This design comes from an exercise in tuning for small area on the open sky130 flow, not from production work. Power and IR drop assume default switching activity.

==> inputs of wip/pepper <==
==> flow/design.v <==
module pwm_hw(
input clk,      			 
input reset,  			     
input red,                   
input green,                 
input blue,                  
output [19:0] Red_High_HW,   
output [19:0] Red_Low_HW,    
output [19:0] Green_High_HW, 
output [19:0] Green_Low_HW,  
output [19:0] Blue_High_HW,  
output [19:0] Blue_Low_HW    
             );
HW_PWM Red(.clk(clk),.reset(reset),.Colour_input(red),.High_Count(Red_High_HW),.Low_Count(Red_Low_HW));           
HW_PWM Green(.clk(clk),.reset(reset),.Colour_input(green),.High_Count(Green_High_HW), .Low_Count(Green_Low_HW));  
HW_PWM Blue(.clk(clk),.reset(reset),.Colour_input(blue),.High_Count(Blue_High_HW), .Low_Count(Blue_Low_HW));      
endmodule
module HW_PWM(
input clk,                     
input reset,                   
input Colour_input,            
output reg [19:0] High_Count,  
output reg [19:0] Low_Count    
            );
reg PrevPwm;                   
reg [19:0]Count;               
always@(posedge clk)
begin
if (!reset)                    
    begin
	Count<=20'b0;
	High_Count<=20'b0;
	Low_Count<=20'b0;          
	PrevPwm<=1'b0;
	end
else if(Colour_input==1)       
   begin
	if(PrevPwm!=Colour_input)  
		begin
 		Low_Count<=Count;      
		PrevPwm<=1'b1;         
		Count<=20'b0;          
		end
	else
		begin                  
		Count<=Count+1'b1;     
		end
  end
else if(Colour_input==0)       
	begin
	if(PrevPwm!=Colour_input)  
		begin
		High_Count<=Count;     
		PrevPwm<=Colour_input; 
		Count<=20'b0;          
		end
else
     begin                     
     Count<=Count+1'b1;        
     end     
end
end			
endmodule			
==> flow/run.sh <==
#!/bin/bash
# synth_recipe.tcl (not shown) runs the flow's synth.tcl, then flattens the netlist and writes it again
# the make line also repeats each setting of config.mk as NAME=value (left out here)
make -C /OpenROAD-flow-scripts/flow DESIGN_CONFIG=/design/flow/config.mk WORK_HOME=/design/flow/orfs CLKGATE_MAP_FILE= SYNTH_SCRIPT=/design/flow/synth_recipe.tcl finish
==> flow/config.mk <==
export PLATFORM = sky130hd
export DESIGN_NAME = pwm_hw
export DESIGN_NICKNAME = pwm_hw
export VERILOG_FILES = /design/flow/design.v
export SDC_FILE = /design/flow/constraint.sdc
export NUM_CORES = 4
export LEC_CHECK = 0
export CAP_MARGIN = 20
export CORE_MARGIN = 2
export CORE_UTILIZATION = 40
export PLACE_DENSITY = 0.6
export SLEW_MARGIN = 20
==> flow/constraint.sdc <==
create_clock -name core_clock -period 2.0 [get_ports {clk}]
set_input_delay 0.4000 -clock core_clock [delete_from_list [all_inputs] [get_ports {clk}]]
set_output_delay 0.4000 -clock core_clock [all_outputs]
set_load 0.01 [all_outputs]
==> wip/violet: changes against wip/pepper <==
==> flow/design.v, changed modules only <==
module pwm_hw(
input clk,                    
input reset,                  
input red,                    
input green,                  
input blue,                   
output [19:0] Red_High_HW,    
output [19:0] Red_Low_HW,     
output [19:0] Green_High_HW,  
output [19:0] Green_Low_HW,   
output [19:0] Blue_High_HW,   
output [19:0] Blue_Low_HW     
             );
HW_PWM Red  (.clk(clk), .reset(reset), .Colour_input(red),   .High_Count(Red_High_HW),   .Low_Count(Red_Low_HW));
HW_PWM Green(.clk(clk), .reset(reset), .Colour_input(green), .High_Count(Green_High_HW), .Low_Count(Green_Low_HW));
HW_PWM Blue (.clk(clk), .reset(reset), .Colour_input(blue),  .High_Count(Blue_High_HW),  .Low_Count(Blue_Low_HW));
endmodule
module HW_PWM(
input clk,
input reset,
input Colour_input,
output reg [19:0] High_Count,
output reg [19:0] Low_Count
            );
reg PrevPwm;
reg [19:0] Count;
wire rise = Colour_input & ~PrevPwm;
wire fall = ~Colour_input & PrevPwm;
wire run  = reset & ~(Colour_input ^ PrevPwm);    
wire ld_high   = reset & fall;
wire hold_high = reset & ~fall;
wire ld_low    = reset & rise;
wire hold_low  = reset & ~rise;
always @(posedge clk) begin
    PrevPwm    <= reset & Colour_input;
    Count      <= {20{run}} & (Count + 20'd1);
    High_Count <= ({20{ld_high}} & Count) | ({20{hold_high}} & High_Count);
    Low_Count  <= ({20{ld_low}}  & Count) | ({20{hold_low}}  & Low_Count);
end
endmodule
==> flow/flow/run.sh (new file) <==
#!/bin/bash
# Own layout flow: the standard ORFS flow with three changes:
#  - synthesis maps the logic with an area-oriented ABC script (flow/area.abc);
#    everything else in synthesis, including flip-flop mapping, is the standard flow's own
#    synth_recipe.tcl unchanged;
#  - the port buffers are the smallest buffer cell;
#  - clock tree synthesis uses small clock buffers and no dummy load cells.
# Each tool's output goes to flow_make.log here; ORFS keeps per-step logs in orfs/logs.
set -euo pipefail
W="$(cd "$(dirname "$0")/.." && pwd)"
cd "$W"
{
  echo "proc abc {args} {"
  echo "  set i [lsearch -exact \$args -script]"
  echo "  if {\$i >= 0} { lset args [expr {\$i + 1}] $W/flow/area.abc }"
  echo "  yosys abc {*}\$args"
  echo "}"
  cat synth_recipe.tcl
} > area_synth.tcl
bash standard.sh finish \
  "SYNTH_SCRIPT=$W/area_synth.tcl" \
  "BUFFER_PORTS_ARGS=-buffer_cell sky130_fd_sc_hd__buf_1" \
  "CTS_ARGS=-sink_clustering_enable -repair_clock_nets -dont_use_dummy_load -buf_list {sky130_fd_sc_hd__clkbuf_8} -root_buf sky130_fd_sc_hd__clkbuf_8 -sink_clustering_size 20" \
  > flow_make.log 2>&1
==> flow/flow/area.abc (new file) <==
strash
&get -n
&fraig -x
&put
strash
&get -n
&dch -f
&nf -R 1000
&put
==> flow/standard.sh (new file) <==
#!/bin/bash
# synth_recipe.tcl (not shown) runs the flow's synth.tcl, then flattens the netlist and writes it again
# the make line also repeats each setting of config.mk as NAME=value (left out here)
make -C /OpenROAD-flow-scripts/flow DESIGN_CONFIG=/design/flow/config.mk WORK_HOME=/design/flow/orfs CLKGATE_MAP_FILE= SYNTH_SCRIPT=/design/flow/synth_recipe.tcl "${@:-finish}"
- GPL_TIMING_DRIVEN: unset -> 0
removed: flow/run.sh
==> run notes <==
status complete, no violations; Clock Tree Root clkbuf_8; switching share of total power 0.219; Post-Synth Simple-Gate Area 0.124; Slew headroom 0.382; Psw 1.25 mW; Critical-path top delay cell dfxtp_1
the above is filed under wip/violet

==> run notes <==
status complete, no violations; Clock Tree Root clkbuf_16; Slew headroom 0.759; Critical-path top delay cell or4_4; Psw 1.59 mW; CTS hold repair buffers 0; switching share of total power 0.211
the above is filed under wip/pepper

No run of this note included a check of the RTL's function; only the layout flow was run.

## port drivers added, routing unchanged
How much do the figures lean on ideal ports? The routed layouts below were timed once more, with nothing changed but the port constraints.
Step 1 assumes that a clkbuf_16 drives the clock port and a buf_2 every other input.
Step 2, shift: input delay + t, output delay - t, t = (earliest + latest rising clock arrival at the registers) / 2. This alone moves slack from input paths to output paths.
Three values: ideal ports, drivers, drivers and shift; two values: the first two.
run	t (ns)	slack for setup (ns)	worst register clock-pin slew, ns
wip/pepper	0.458	0.246 / 0.218 / 0.003	0.07 / 0.07
wip/violet	0.478	0.166 / 0.166 / -0.143	0.09 / 0.09
Met with ideal ports but missed after step 2: setup timing in wip/violet. The setup slack of wip/violet, which loses most, moves by 0.000 ns with the drivers and by -0.309 ns with both steps.
